Source: an optimization exercise on an open RTL-to-GDS flow (aim: a short achievable clock period and few clock cycles). Production flows keep margins and buffers that such runs may drop.
Only simulation tests tie the RTL to the original design; equivalence was not proved.
Power figures rest on the tool's default switching activity, not on a simulated workload.

==> design.v <==
module inst_decoder(
	input  logic [31:0] instr,       
	output logic [6:0]  opcode,
	output logic [4:0]  rd,
	output logic [4:0]  rs1,
	output logic [4:0]  rs2,
	output logic [2:0]  funct3,
	output logic [6:0]  funct7
);
	assign opcode = instr[6:0];
	assign rd     = instr[11:7];
	assign funct3 = instr[14:12];
	assign rs1    = instr[19:15];
	assign rs2    = instr[24:20];
	assign funct7 = instr[31:25];
endmodule
module control(
	input  logic [6:0] opcode,
	input  logic [2:0] funct3,
	input  logic [6:0] funct7,
	input  logic [4:0] rs2,
	output logic       Branch,
	output logic       MemRead,
	output logic       MemtoReg,
	output logic [1:0] ALUOp,
	output logic       MemWrite,
	output logic       ALUSrc,
	output logic       RegWrite,
	output logic       Jump,     
	output logic       Jalr,      
	output logic [1:0] NByteOp,   
	output logic       Unsigned,
	output logic       CSRRead,   
	output logic       CSRWrite,  
	output logic       IsEcall,
	output logic       IsMret
);
	always_comb begin
		Branch   = 1'b0;
		MemRead  = 1'b0;
		MemtoReg = 1'b0;
		ALUOp    = 2'b00;
		MemWrite = 1'b0;
		ALUSrc   = 1'b0;
		RegWrite = 1'b0;
		Jump     = 1'b0;
		Jalr     = 1'b0;
		NByteOp  = 2'b00;  
		Unsigned = 1'b0;
		CSRRead  = 1'b0;
		CSRWrite = 1'b0;
		IsEcall  = 1'b0;
		IsMret   = 1'b0;
		unique case (opcode)
			7'b1110011: begin  
				if (funct3 == 3'b000) begin
					if (funct7 == 7'b0000000 && rs2 == 5'b00000) IsEcall = 1'b1;
					if (funct7 == 7'b0011000 && rs2 == 5'b00010) IsMret  = 1'b1;
				end else begin  
					RegWrite = 1'b1;  
					CSRRead  = 1'b1;  
					CSRWrite = 1'b1;  
				end
			end
			7'b0110011: begin  
				RegWrite = 1'b1;
				ALUSrc   = 1'b0;
				ALUOp    = 2'b10;
			end
			7'b0010011: begin  
				RegWrite = 1'b1;
				ALUSrc   = 1'b1;
				ALUOp    = 2'b10;
			end
			7'b0110111: begin  
				RegWrite = 1'b1;
				ALUSrc   = 1'b1;
				ALUOp    = 2'b11;
			end
			7'b0010111: begin  
				RegWrite = 1'b1;
				ALUSrc   = 1'b1;
				ALUOp    = 2'b11;
			end
			7'b0000011: begin  
				RegWrite = 1'b1;
				MemRead  = 1'b1;
				MemtoReg = 1'b1;
				ALUSrc   = 1'b1;
				ALUOp    = 2'b00;
				case (funct3)
					3'b000: NByteOp = 2'b01;  
					3'b001: NByteOp = 2'b10;  
					3'b010: NByteOp = 2'b00;  
					3'b100: begin
						NByteOp = 2'b01;  
						Unsigned = 1'b1;
					end
					3'b101: begin
						NByteOp = 2'b10;  
						Unsigned = 1'b1;
					end
					default: NByteOp = 2'b11;
				endcase
			end
			7'b0100011: begin  
				RegWrite = 1'b0;
				MemWrite = 1'b1;
				ALUSrc   = 1'b1;
				ALUOp    = 2'b00;
				case (funct3)
					3'b000: NByteOp = 2'b01;  
					3'b001: NByteOp = 2'b10;  
					3'b010: NByteOp = 2'b00;  
					default: NByteOp = 2'bxx;
				endcase
			end
			7'b1100011: begin  
				Branch   = 1'b1;
				ALUSrc   = 1'b0;
				ALUOp    = 2'b01;
			end
			7'b1100111: begin  
				Jump     = 1'b1;   
				Jalr     = 1'b1;   
				RegWrite = 1'b1;   
				ALUSrc   = 1'b1;   
				ALUOp    = 2'b00;  
			end
			7'b1101111: begin  
				Jump     = 1'b1;   
				Jalr     = 1'b0;
				RegWrite = 1'b1;   
				ALUOp    = 2'b00;  
			end
			default: begin
			end
		endcase
	end
endmodule
module control_ALU(
    input  logic [1:0] ALUOp,
    input  logic [6:0] opcode,
    input  logic [2:0] funct3,
    input  logic [6:0] funct7,
    output logic [3:0] ALU_ctl
);
    logic funct30;
    assign funct30 = funct7[5];  
    localparam ALU_ADD  = 4'b0010;
    localparam ALU_SUB  = 4'b0110;
    localparam ALU_AND  = 4'b0000;
    localparam ALU_OR   = 4'b0111;
    localparam ALU_XOR  = 4'b0100;
    localparam ALU_SLT  = 4'b1010;  
    localparam ALU_SLTU = 4'b0011;
    localparam ALU_SLL  = 4'b0001;
    localparam ALU_SRL  = 4'b0101;
    localparam ALU_SRA  = 4'b1101;
    localparam ALU_LUI  = 4'b1111;  
    localparam ALU_COPY_B = 4'b1000;  
    always_comb begin
        unique case (ALUOp)
            2'b00: ALU_ctl = ALU_ADD;   
            2'b01: ALU_ctl = ALU_SUB;   
            2'b11: ALU_ctl = ALU_COPY_B;  
            2'b10: begin  
                unique case (funct3)
                    3'b000: ALU_ctl = (funct7[5] && opcode == 7'b0110011) ? ALU_SUB : ALU_ADD;  
                    3'b001: ALU_ctl = ALU_SLL;   
                    3'b010: ALU_ctl = ALU_SLT;   
                    3'b011: ALU_ctl = ALU_SLTU;  
                    3'b100: ALU_ctl = ALU_XOR;   
                    3'b101: ALU_ctl = (funct7[5]) ? ALU_SRA : ALU_SRL;  
                    3'b110: ALU_ctl = ALU_OR;    
                    3'b111: ALU_ctl = ALU_AND;   
                    default: ALU_ctl = 4'bxxxx;
                endcase
            end
            default: ALU_ctl = 4'bxxxx;
        endcase
    end
endmodule
module immGen(
    input  logic [31:0] instr,        
    input  logic [31:0] pc,           
    output logic [31:0] imm_out       
);
    localparam OP_LUI   = 7'b0110111;  
    localparam OP_AUIPC = 7'b0010111;  
    localparam OP_JAL   = 7'b1101111;  
    localparam OP_JALR  = 7'b1100111;  
    localparam OP_BRANCH= 7'b1100011;  
    localparam OP_LOAD  = 7'b0000011;  
    localparam OP_STORE = 7'b0100011;  
    localparam OP_IMM   = 7'b0010011;  
    localparam OP_SYSTEM= 7'b1110011;  
    logic [6:0] opcode;
    assign opcode = instr[6:0];
    always_comb begin
        unique case (opcode)
            OP_IMM,      
            OP_JALR,     
            OP_LOAD,     
            OP_SYSTEM:   
                imm_out = {{20{instr[31]}}, instr[31:20]};
            OP_STORE:    
                imm_out = {{20{instr[31]}}, instr[31:25], instr[11:7]};
            OP_LUI:      
                imm_out = {instr[31:12], 12'b0};
            OP_AUIPC:    
                imm_out = {instr[31:12], 12'b0} + pc;
            OP_BRANCH:   
                imm_out = {{19{instr[31]}}, instr[31], instr[7], instr[30:25], instr[11:8], 1'b0};
            OP_JAL:      
                imm_out = {{11{instr[31]}}, instr[31], instr[19:12], instr[20], instr[30:21], 1'b0};
            default:
                imm_out = 32'b0;  
        endcase
    end
endmodule
module register_file #(ADDR_WIDTH = 5, DATA_WIDTH = 32) (
    input  logic        clk,
    input  logic        RegWrite,
    input  logic [ADDR_WIDTH-1:0]  rs1_addr,
    input  logic [ADDR_WIDTH-1:0]  rs2_addr,
    input  logic [ADDR_WIDTH-1:0]  rd_addr,
    input  logic [DATA_WIDTH-1:0] rd_wdata,
    output logic [DATA_WIDTH-1:0] rs1_rdata,
    output logic [DATA_WIDTH-1:0] rs2_rdata
);
    logic [DATA_WIDTH-1:0] regs [0:2**ADDR_WIDTH-1];
    always_ff @(posedge clk) begin
        if (RegWrite && (rd_addr != {ADDR_WIDTH{1'b0}})) begin
            regs[rd_addr] <= rd_wdata;
        end
    end
    assign rs1_rdata = (rs1_addr == {ADDR_WIDTH{1'b0}}) ? {DATA_WIDTH{1'b0}} : regs[rs1_addr];
    assign rs2_rdata = (rs2_addr == {ADDR_WIDTH{1'b0}}) ? {DATA_WIDTH{1'b0}} : regs[rs2_addr];
endmodule
module csr_file(
    input  logic        clk,
    input  logic        rst,
    input  logic [11:0] csr_addr,
    input  logic [31:0] csr_wdata,
    input  logic        csr_write,
    input  logic [31:0] pc,
    input  logic        is_ecall,
    input  logic        is_mret,
    output logic [31:0] csr_rdata,
    output logic [31:0] mtvec_out,
    output logic [31:0] mepc_out
);
    localparam MSTATUS_ADDR   = 12'h300;
    localparam MTVEC_ADDR     = 12'h305;
    localparam MEPC_ADDR      = 12'h341;
    localparam MCAUSE_ADDR    = 12'h342;
    localparam MCYCLE_ADDR    = 12'hB00;
    localparam MCYCLEH_ADDR   = 12'hB80;
    localparam MVENDORID_ADDR = 12'hF11;
    localparam MARCHID_ADDR   = 12'hF12;
    logic [63:0] mcycle;
    logic [31:0] mstatus;
    logic [31:0] mtvec;
    logic [31:0] mepc;
    logic [31:0] mcause;
    assign mtvec_out = mtvec;
    assign mepc_out  = mepc;
    always_comb begin
        case (csr_addr)
            MSTATUS_ADDR:   csr_rdata = mstatus;
            MTVEC_ADDR:     csr_rdata = mtvec;
            MEPC_ADDR:      csr_rdata = mepc;
            MCAUSE_ADDR:    csr_rdata = mcause;
            MCYCLE_ADDR:    csr_rdata = mcycle[31:0];
            MCYCLEH_ADDR:   csr_rdata = mcycle[63:32];
            MVENDORID_ADDR: csr_rdata = 32'h79737978;  
            MARCHID_ADDR:   csr_rdata = 32'h26964ECE;  
            default:        csr_rdata = 32'b0;
        endcase
    end
    always_ff @(posedge clk or posedge rst) begin
        if (rst) begin
            mcycle  <= 64'b0;
            mstatus <= 32'h1800;  
            mtvec   <= 32'b0;
            mepc    <= 32'b0;
            mcause  <= 32'b0;
        end else begin
            mcycle <= mcycle + 1;
            if (is_ecall) begin
                mepc   <= pc;
                mcause <= 32'd11;  
            end else if (csr_write) begin
                case (csr_addr)
                    MSTATUS_ADDR: mstatus <= csr_wdata;
                    MTVEC_ADDR:   mtvec   <= csr_wdata;
                    MEPC_ADDR:    mepc    <= csr_wdata;
                    MCAUSE_ADDR:  mcause  <= csr_wdata;
                    MCYCLE_ADDR:  mcycle[31:0]  <= csr_wdata;
                    MCYCLEH_ADDR: mcycle[63:32] <= csr_wdata;
                endcase
            end
        end
    end
endmodule
module alu(
    input  logic [3:0]  alu_ctrl,
    input  logic [31:0] data1,
    input  logic [31:0] data2,
    output logic [31:0] ALU_out,
    output logic        zero,
    output logic        less,
    output logic        less_unsigned
);
    logic [4:0] shift_amount;
    assign shift_amount = data2[4:0];  
    assign less = ($signed(data1) < $signed(data2));
    assign less_unsigned = (data1 < data2);
    always_comb begin
        unique case (alu_ctrl)
            4'b0010: ALU_out = data1 + data2;  
            4'b0110: ALU_out = data1 - data2;  
            4'b0000: ALU_out = data1 & data2;  
            4'b0111: ALU_out = data1 | data2;  
            4'b0100: ALU_out = data1 ^ data2;  
            4'b1010: ALU_out = ($signed(data1) < $signed(data2)) ? 32'd1 : 32'd0;  
            4'b0011: ALU_out = (data1 < data2) ? 32'd1 : 32'd0;  
            4'b0001: ALU_out = data1 << shift_amount;  
            4'b0101: ALU_out = data1 >> shift_amount;  
            4'b1101: ALU_out = $signed(data1) >>> shift_amount;  
            4'b1000: ALU_out = data2;  
            default: ALU_out = 32'hdeadbeef;
        endcase
    end
    assign zero = (ALU_out == 32'b0);
endmodule
module mux_rs2orImm(
    input  logic        ALUSrc,     
    input  logic [31:0] rs2_data,
    input  logic [31:0] imm_data,
    output logic [31:0] mux_out    
);
    always_comb begin
        if (ALUSrc) begin
            mux_out = imm_data;  
        end else begin
            mux_out = rs2_data;  
        end
    end
endmodule
module memory(
  input  logic        clk,
  input  logic        MemRead,
  input  logic        MemWrite,
  input  logic [1:0]  NByteOp,     
  input  logic        Unsigned,
  input  logic [31:0] addr,
  input  logic [31:0] write_data,
  output logic [31:0] read_data,
  input  logic [31:0] mem_rdata,   
  output logic        mem_we,      
  output logic [1:0]  mem_size,    
  output logic [31:0] mem_wdata
);
  always_comb begin
    mem_we    = 1'b0;
    mem_size  = NByteOp;
    mem_wdata = 32'b0;
    if (MemWrite) begin
      if (NByteOp == 2'b01) begin  
          mem_we = 1'b1;
          mem_wdata = write_data & 32'h000000FF;
      end else if (NByteOp == 2'b10) begin  
          mem_we = 1'b1;
          mem_wdata = write_data & 32'h0000FFFF;
      end else if (NByteOp == 2'b00) begin  
          mem_we = 1'b1;
          mem_wdata = write_data;
      end
    end
  end
  logic [31:0] mem_data;
  always_comb begin
    if (MemRead) begin
      mem_data = mem_rdata;
      unique case ({NByteOp, Unsigned})
        {2'b01, 1'b1}:  
          read_data = mem_data & 32'h000000FF;
        {2'b01, 1'b0}:  
          read_data = {{24{mem_data[7]}}, mem_data[7:0]};
        {2'b10, 1'b1}:  
          read_data = mem_data & 32'h0000FFFF;
        {2'b10, 1'b0}:  
          read_data = {{16{mem_data[15]}}, mem_data[15:0]};
        {2'b00, 1'b0},  
        {2'b00, 1'b1}:
          read_data = mem_data;
        default:
          read_data = 32'hdeadbeef;  
      endcase
    end else begin
      mem_data = 32'b0;  
      read_data = 32'b0;  
    end
  end
endmodule
module mux_memorAluorPc(
  input logic        Jump,
  input logic        MemtoReg,
  input logic        CSRRead,  
  input logic [31:0] alu_result,
  input logic [31:0] pc,
  input logic [31:0] mem_read_data,
  input logic [31:0] csr_rdata,  
  output logic [31:0] wb_data
);
  always_comb begin
    if (Jump) begin
      wb_data = pc + 4;
    end else if (MemtoReg) begin
      wb_data = mem_read_data;
    end else if (CSRRead) begin  
      wb_data = csr_rdata;
    end else begin
      wb_data = alu_result;
    end
  end
endmodule
module add_branch(
    input  logic [31:0] pc,
    input  logic [31:0] imm,
    output logic [31:0] branch_target
);
    assign branch_target = pc + imm;
endmodule
module mux_branch(
    input  logic        Branch,
    input  logic        zero,
    input  logic        less,
    input  logic        less_unsigned,
    input  logic [2:0]  funct3,
    input  logic        Jump,            
    input  logic        Jalr,            
    input  logic        IsEcall,         
    input  logic        IsMret,          
    input  logic [31:0] pc,
    input  logic [31:0] branch_target,  
    input  logic [31:0] jalr_target,    
    input  logic [31:0] mtvec,          
    input  logic [31:0] mepc,           
    output logic [31:0] pc_next
);
    logic branch_taken;
    always_comb begin
        case (funct3)
            3'b000: branch_taken = zero;           
            3'b001: branch_taken = !zero;          
            3'b100: branch_taken = less;           
            3'b101: branch_taken = !less;          
            3'b110: branch_taken = less_unsigned;  
            3'b111: branch_taken = !less_unsigned; 
            default: branch_taken = 1'b0;
        endcase
    end
    always_comb begin
        if (IsEcall) begin
            pc_next = mtvec;
        end else if (IsMret) begin
            pc_next = mepc;
        end else if (Jump && Jalr) begin              
            pc_next = {jalr_target[31:1], 1'b0};
        end else if (Jump && !Jalr) begin    
            pc_next = branch_target;
        end else if (Branch && branch_taken) begin
            pc_next = branch_target;
        end else begin
            pc_next = pc + 4;
        end
    end
endmodule
module pc(
    input  logic        clk,
    input  logic        rst,
    input  logic [31:0] next_pc,
    output logic [31:0] pc
);
    always_ff @(posedge clk or posedge rst) begin
        if (rst) begin
            pc <= 32'h80000000;  
        end else begin
            pc <= next_pc;  
        end
    end
endmodule  
module npc(
    input  wire clk,
    input  wire rst,
    output wire [31:0] pc,           
    input  wire [31:0] instr,        
    output wire [31:0] dmem_addr,    
    input  wire [31:0] dmem_rdata,   
    output wire        dmem_we,
    output wire [1:0]  dmem_size,
    output wire [31:0] dmem_wdata
);
    wire [31:0] t_pc, t_pc_next;
    wire [31:0] t_instr;
    wire        t_Branch, t_MemRead, t_MemtoReg, t_MemWrite, t_ALUSrc, t_RegWrite, t_Jump, t_Jalr, t_Unsigned;
    wire        t_CSRRead, t_CSRWrite;  
    wire        t_zero, t_less, t_less_unsigned;
    wire [1:0]  t_ALUOp, t_NByteOp;
    wire [3:0]  t_ALU_control;
    wire [6:0]  t_opcode;
    wire [4:0]  t_rd, t_rs1, t_rs2;
    wire [2:0]  t_funct3;
    wire [6:0]  t_funct7;
    wire [31:0] t_rs1_rdata, t_rs2_rdata, t_imm_data;
    wire [31:0] t_ALU_input2, t_ALU_result;
    wire [31:0] t_mem_read_data;
    wire [31:0] t_write_back_data;
    wire [31:0] t_branch_target;
    wire [31:0] t_csr_rdata;  
    wire [31:0] t_csr_wdata;  
    wire [11:0] t_csr_addr;   
    wire        t_IsEcall, t_IsMret;
    wire [31:0] t_mtvec, t_mepc;
    reg  [31:0] t_csr_wdata_comb;
    assign pc =  t_pc;
    assign dmem_addr = t_ALU_result;
    assign t_instr = instr;
    assign t_csr_addr = t_imm_data[11:0];  
    assign t_csr_wdata = t_csr_wdata_comb;
    pc pc_inst( 
        .clk        (clk),
        .rst        (rst),
        .next_pc    (t_pc_next),
        .pc         (t_pc)
    );
    inst_decoder inst_decoder_inst( 
        .instr      (t_instr),
        .opcode     (t_opcode),
        .rd         (t_rd),
        .rs1        (t_rs1),
        .rs2        (t_rs2),
        .funct3     (t_funct3),
        .funct7     (t_funct7)
    );
    control control_inst( 
        .opcode     (t_opcode),
        .funct3     (t_funct3),
        .funct7     (t_funct7),
        .rs2        (t_rs2),
        .Branch     (t_Branch),
        .MemRead    (t_MemRead),
        .MemtoReg   (t_MemtoReg),
        .ALUOp      (t_ALUOp),
        .MemWrite   (t_MemWrite),
        .ALUSrc     (t_ALUSrc),
        .RegWrite   (t_RegWrite),
        .Jump       (t_Jump),
        .Jalr       (t_Jalr),
        .NByteOp    (t_NByteOp),
        .Unsigned   (t_Unsigned),
        .CSRRead    (t_CSRRead),
        .CSRWrite   (t_CSRWrite),
        .IsEcall    (t_IsEcall),
        .IsMret     (t_IsMret)
    );
    register_file register_file_inst( 
        .clk        (clk),
        .RegWrite   (t_RegWrite),
        .rs1_addr   (t_rs1),
        .rs2_addr   (t_rs2),
        .rd_addr    (t_rd),
        .rd_wdata   (t_write_back_data),
        .rs1_rdata  (t_rs1_rdata),
        .rs2_rdata  (t_rs2_rdata)
    );
    csr_file csr_file_inst( 
        .clk        (clk),
        .rst        (rst),
        .csr_addr   (t_csr_addr),
        .csr_wdata  (t_csr_wdata),
        .csr_write  (t_CSRWrite && (
            (t_funct3 == 3'b001) ||  
            (t_funct3 == 3'b101) ||  
            ((t_funct3 == 3'b010 || t_funct3 == 3'b011) && t_rs1 != 5'b0) ||  
            ((t_funct3 == 3'b110 || t_funct3 == 3'b111) && t_rs1 != 5'b0)     
        )),
        .pc         (t_pc),
        .is_ecall   (t_IsEcall),
        .is_mret    (t_IsMret),
        .csr_rdata  (t_csr_rdata),
        .mtvec_out  (t_mtvec),
        .mepc_out   (t_mepc)
    );
    always_comb begin
        case (t_funct3)
            3'b001: t_csr_wdata_comb = t_rs1_rdata;  
            3'b010: t_csr_wdata_comb = t_csr_rdata | t_rs1_rdata;  
            3'b011: t_csr_wdata_comb = t_csr_rdata & ~t_rs1_rdata;  
            3'b101: t_csr_wdata_comb = {27'b0, t_rs1};  
            3'b110: t_csr_wdata_comb = t_csr_rdata | {27'b0, t_rs1};  
            3'b111: t_csr_wdata_comb = t_csr_rdata & ~{27'b0, t_rs1};  
            default: t_csr_wdata_comb = 32'b0;
        endcase
    end
    immGen immGen_inst( 
        .instr     (t_instr),
        .pc        (t_pc),
        .imm_out   (t_imm_data)
    );
    control_ALU control_ALU_inst( 
        .ALUOp      (t_ALUOp),
        .opcode     (t_opcode),
        .funct3     (t_funct3),
        .funct7     (t_funct7),
        .ALU_ctl    (t_ALU_control)
    );
    mux_rs2orImm mux_rs2orImm_inst( 
        .ALUSrc     (t_ALUSrc),
        .rs2_data   (t_rs2_rdata),
        .imm_data   (t_imm_data),
        .mux_out    (t_ALU_input2)
    );
    alu alu_inst( 
        .alu_ctrl   (t_ALU_control),
        .data1      (t_rs1_rdata),
        .data2      (t_ALU_input2),
        .ALU_out    (t_ALU_result),
        .zero       (t_zero),
        .less       (t_less),
        .less_unsigned(t_less_unsigned)
    );
    memory memory_inst( 
        .clk         (clk),
        .MemRead     (t_MemRead),
        .MemWrite    (t_MemWrite),
        .NByteOp     (t_NByteOp),
        .Unsigned    (t_Unsigned),
        .addr        (t_ALU_result),
        .write_data  (t_rs2_rdata),
        .read_data   (t_mem_read_data),
        .mem_rdata   (dmem_rdata),
        .mem_we      (dmem_we),
        .mem_size    (dmem_size),
        .mem_wdata   (dmem_wdata)
    );
    mux_memorAluorPc mux_memorAluorPc_inst( 
        .Jump         (t_Jump),
        .MemtoReg     (t_MemtoReg),
        .CSRRead      (t_CSRRead),
        .alu_result   (t_ALU_result),
        .pc           (t_pc),
        .mem_read_data(t_mem_read_data),
        .csr_rdata    (t_csr_rdata),
        .wb_data      (t_write_back_data)
    );
    add_branch add_branch_inst( 
        .pc           (t_pc),
        .imm          (t_imm_data),
        .branch_target(t_branch_target)
    );
    mux_branch mux_branch_inst( 
        .Branch       (t_Branch),
        .zero         (t_zero),
        .less         (t_less),
        .less_unsigned(t_less_unsigned),
        .funct3       (t_funct3),
        .Jump         (t_Jump),
        .Jalr         (t_Jalr),
        .IsEcall      (t_IsEcall),
        .IsMret       (t_IsMret),
        .pc           (t_pc),
        .branch_target(t_branch_target),
        .jalr_target  (t_ALU_result),
        .mtvec        (t_mtvec),
        .mepc         (t_mepc),
        .pc_next      (t_pc_next)
    );
endmodule
==> run.sh <==
#!/bin/bash
# synth_recipe.tcl (not shown) runs the flow's synth.tcl, then flattens the netlist and writes it again
# the make line also repeats each setting of config.mk as NAME=value (left out here)
make -C /OpenROAD-flow-scripts/flow DESIGN_CONFIG=/design/flow/config.mk WORK_HOME=/design/flow/orfs CLKGATE_MAP_FILE= SYNTH_SCRIPT=/design/flow/synth_recipe.tcl finish
==> config.mk <==
export PLATFORM = sky130hd
export DESIGN_NAME = npc
export DESIGN_NICKNAME = npc
export VERILOG_FILES = /design/flow/design.v
export SDC_FILE = /design/flow/constraint.sdc
export NUM_CORES = 4
export LEC_CHECK = 0
export CAP_MARGIN = 20
export CORE_MARGIN = 2
export CORE_UTILIZATION = 40
export SETUP_SLACK_MARGIN = 0.3
export SLEW_MARGIN = 20
==> constraint.sdc <==
create_clock -name core_clock -period 11.0 [get_ports {clk}]
set_input_delay 2.2000 -clock core_clock [delete_from_list [all_inputs] [get_ports {clk}]]
set_output_delay 2.2000 -clock core_clock [all_outputs]
set_load 0.01 [all_outputs]
==> flow_metrics.py <==
metrics = {
    "sta": {
        "fin_crit_sh": 0.973,
        "setup_violations": 0,
        "slew_headroom": 0.105,
        "hold_violations": 0,
        "worst_slew_pin_slew_ps": 1340,
        "clock_skew_ps": 67.5,
        "period_needed_ps": 10700,
        "clock.fmax_mhz": 93.4,
        "maxSlewViolCount": 0,
        "grt_setup_unrepaired": "true",
    },
    "placed_design": {
        "dp_cells": 8905,
        "place_area_um2": 83300,
        "dp.final_hpwl_um": 255000,
        "port_buffers": 164,
        "gp_congestion": 1.09,
    },
    "route": {
        "vias": 62600,
        "vias_per_cell": 6.82,
        "drtIter0Drc": 9736,
        "firstDrtPassIters": 6,
        "drc": 0,
        "wire_per_inst_um": 38.9,
        "ant_nets": 0,
        "routed_wl_um": 358000,
    },
    "power": {
        "p_sw_w": 0.00575,
        "p_sw_frac": 0.361,
        "total_power_w": 0.0159,
        "pwr_density_cell_nw_per_um2": 180,
        "seqPwrFrac": 0.374,
        "clkPwrFrac": 0.288,
        "pwr-share-comb": 0.338,
        "p_leak_nw": 32.4,
        "p_int_w": 0.0102,
        "ir_worst_vdd_mv": 0.128,
    },
    "synthesis": {
        "netlist_area_um2": 74100,
        "ys.warnings.count": 12,
        "ys.flop_type": "edfxtp_1",
        "synthSimpleGateAreaFrac": 0.0926,
        "synth_top_area_cell": "edfxtp_1",
        "synth_top_family_by_area": "multiplexers",
        "ys_ff_latch": 1248,
        "synth-compound-area-share": 0.140,
        "netlist_top_cells_count": "edfxtp_1 (1024), nand2_1 (513), mux4_2 (494)",
        "synth_top_area_frac": 0.415,
        "synth_mux_area_frac": 0.199,
        "synthXorXnorAreaFrac": 0.0173,
        "synthDistinctLibCells": 119,
        "synth-adder-area-share": 0.0264,
        "yosysMostFrequentCell": "edfxtp_1",
        "synth_edf_count": 1024,
        "synth.avg_cell_area_um2": 12.4,
        "synth_cells": 5980,
        "synthArstFlopShare": 0.179,
        "synthTopCellsByArea": "edfxtp_1 (41%), mux4_2 (15%), dfrtp_1 (7.5%)",
        "ys_seq_area_frac": 0.491,
    },
    "clocking": {
        "clk_pin_slew_ps": 60,
        "ctsLongestPathBuffers": 3,
        "cts_buffers": 136,
        "clk_latency_ps": 840,
        "clock_sinks": 1248,
        "cts_root_buf": "clkbuf_16",
        "cts_tree": "built",
        "cts_hold_buf": 0,
        "htree_levels": 4,
    },
    "floorplanning": {
        "fp-row-count": 157,
        "die_h_um": 434,
        "dieArea_um2": 189000,
        "core_um2": 184000,
        "fp.dieW_um": 434,
        "start_util": 0.404,
        "io_pins": 165,
    },
    "setup_path": {
        "cp.arrival_ps": 8500,
        "worstPathMaxFanout": 7,
        "cp-end-kind": "primary output",
        "worstPathRequired_ps": 8800,
        "rr_startpoint": "pc_inst.pc[14]",
        "crit_path_max_incr_delay_ps": 540,
        "cpMostUsedCell": "a21oi_1",
        "worstSetupPathType": "primary input to primary output",
        "startpoint_type": "primary input",
        "reg2reg_to": "pc_inst.pc[5]",
        "critPathSlowestCell": "clkdlybuf4s50_1",
        "r2r.worst_path.cells": 32,
        "r2r_slack_ps": 2710,
    },
    "cells_and_area": {
        "n_fill_cell": 16400,
        "drive_above_1_share": 0.256,
        "stdcell_count": 9180,
        "fin_area_um2": 88600,
        "num-nets-final": 6821,
        "areaGrowthSynthToFinish_pct": 19.5,
        "finish.utilization": 0.482,
    },
    "grt": {
        "grt_usage": 0.373,
        "antenna_found_initial": 29,
        "grt_pass1_wl_um": 486000,
        "grt_pass1_vias": 59500,
        "overflow": 0,
        "grt_max_degree": 101,
    },
    "worst_hold_path": {
        "hp-start": "csr_file_inst.mstatus[2]",
        "min_path_cells": 2,
        "hold_class": "flip-flop to flip-flop",
        "min_to": "csr_file_inst.mstatus[2]",
    },
    "run_status": {
        "status": "timing/DRC/antenna clean",
    },
    "run": {
        "drv.max_cap_violation_count": 0,
    },
}
==> worst max-delay path: cells and delay by family <==
kind,cells,cell delay [ps]
buf+inv,4,1350
fa+ha+maj,2,730
xor+xnor,1,480
simple gates,3,360
mux,2,420
compound gates,13,2960
==> logic make-up after synthesis <==
logic type | count (synthesis)
xor+xnor | 146
other cells | 1
flops | 1248
compound gates | 1513
fa+ha+maj | 154
simple gates | 1490
buf+inv | 581
mux | 847
==> final cells by class <==
| class | instances | area, um^2 | area share |
|---|---|---|---|
| Antenna cell | 11 | 27.5 | 0.000311 |
| Clock buffer | 164 | 3630 | 0.0410 |
| Clock inverter | 78 | 878 | 0.00992 |
| Inverter | 145 | 559 | 0.00631 |
| Multi-Input combinational cell | 4182 | 36300 | 0.409 |
| Sequential cell | 1248 | 36400 | 0.411 |
| Tap cell | 2464 | 3080 | 0.0348 |
| Timing Repair Buffer | 888 | 7780 | 0.0878 |
==> cells in the final DEF, fill, tap and decap left out, types with 20 or more instances in the layout <==
master	netlist	final
nand3_1	169	168
nor3_1	104	93
xor2_1	53	53
o21ai_0	348	327
mux2i_1	284	283
a211oi_1	60	55
o21bai_1	21	21
ha_1	150	149
a221oi_1	76	75
nand4_1	34	34
xnor2_1	93	93
mux2_2	63	63
a21oi_1	260	240
clkbuf_16	0	139
edfxtp_1	1024	1024
buf_4	20	671
inv_1	136	135
nand2_1	513	505
buf_12	3	36
or3_1	25	23
o21a_1	23	23
and3_1	57	54
o22ai_1	66	65
nand2b_1	28	28
nor2_1	407	361
a31oi_1	48	44
a22o_1	25	25
nor2b_1	24	20
o211ai_1	44	44
dfrtp_1	221	221
clkinv_1	3	30
o221ai_1	24	23
conb_1	1	32
clkdlybuf4s50_1	0	145
a222oi_1	32	32
mux4_2	494	494
a32oi_1	20	20
a22oi_1	186	185
a21o_1	53	52
nor2_4	1	36
==> power groups by stage <==
stage	clock network [W]	logic (W)	registers [W]
final	0.00458	0.00537	0.00596
after global routing	0.00481	0.00551	0.00595
after CTS	0.00462	0.00512	0.00595
after detailed placement	0	0.00507	0.00604
after global placement	0	0.00506	0.00604
after floorplan	0	0.00236	0.00601
==> timing repair <==
item / in CTS / in global routing
endpoints found under the setup margin: 9 / 12
buffers inserted: 6 / 8
pin swaps: 1 / 8
cloned: 3 / 3
gates resized for setup: 27 / 64
==> flip-flops by register name (all words and copies together), names as in the netlist <==
signal and cells:
pc_inst.pc 32, csr_file_inst.mcycle 64, csr_file_inst.mcause 32, register_file_inst.regs 1024, csr_file_inst.mstatus 32, csr_file_inst.mtvec 32, csr_file_inst.mepc 32
==> routing by layer <==
layer / share of wire / routed length [um] / track usage / up-vias
met5: 0.00026 / 92 / 0 / -
met2: 0.44 / 157000 / 0.561 / 4548
met3: 0.11 / 38100 / 0.0812 / 1136
met1: 0.37 / 131000 / 0.476 / 31800
li1: - / - / - / 25100
met4: 0.088 / 31500 / 0.271 / 14
==> per-stage QoR <==
stage               hold slack, ps  TNS [ps]  setup WS (ps)
finish                         482         0            297
global route                   493         0            180
CTS                            484         0           96.7
detailed placement             472      -102          -84.4
global placement               463     -38.0          -38.0
floorplan                      450         0            286
==> worst max path at each step <==
stage	from	endpoint	slack, ps	cells past startpoint
6_report	instr[14]	dmem_addr[31]	300	25
5_1_grt	instr[15]	dmem_addr[30]	180	23
4_1_cts	instr[15]	dmem_addr[30]	100	29
3_5_place_dp	instr[20]	dmem_addr[30]	-80	26
3_3_place_gp	instr[2]	dmem_addr[31]	-40	23
2_1_floorplan	instr[20]	dmem_addr[20]	290	26
Testbench counts, summed over its fixed seeds: cycles 542,865.

==> separate check: timing with driven ports <==
The flow's constraints put no driver on any port. The routed layout listed below was extracted and timed again, unchanged, in two steps. Step 1 (the two cells are an assumption about what drives the block):
set clk [get_ports {clk}]
set_driving_cell -lib_cell sky130_fd_sc_hd__clkbuf_16 $clk
set_driving_cell -lib_cell sky130_fd_sc_hd__buf_2 [delete_from_list [all_inputs] $clk]
Step 2 adds t to the input delays and takes it off the output delays; t is the mean of the earliest and latest rising clock arrival at the registers after step 1. Input paths then give back, and output paths get back, about the clock's delay inside the block. Three values: no drivers, after step 1, after step 2; two values: the first two.
shift t [ns]: 0.891
slack for setup (ns): 0.297 / 0.244 / 0.244
worst setup path at the end: input to output
After both steps setup and hold are still met in this run. For this run, drivers alone change the setup slack by -0.053 ns; drivers and shift together by -0.053 ns.
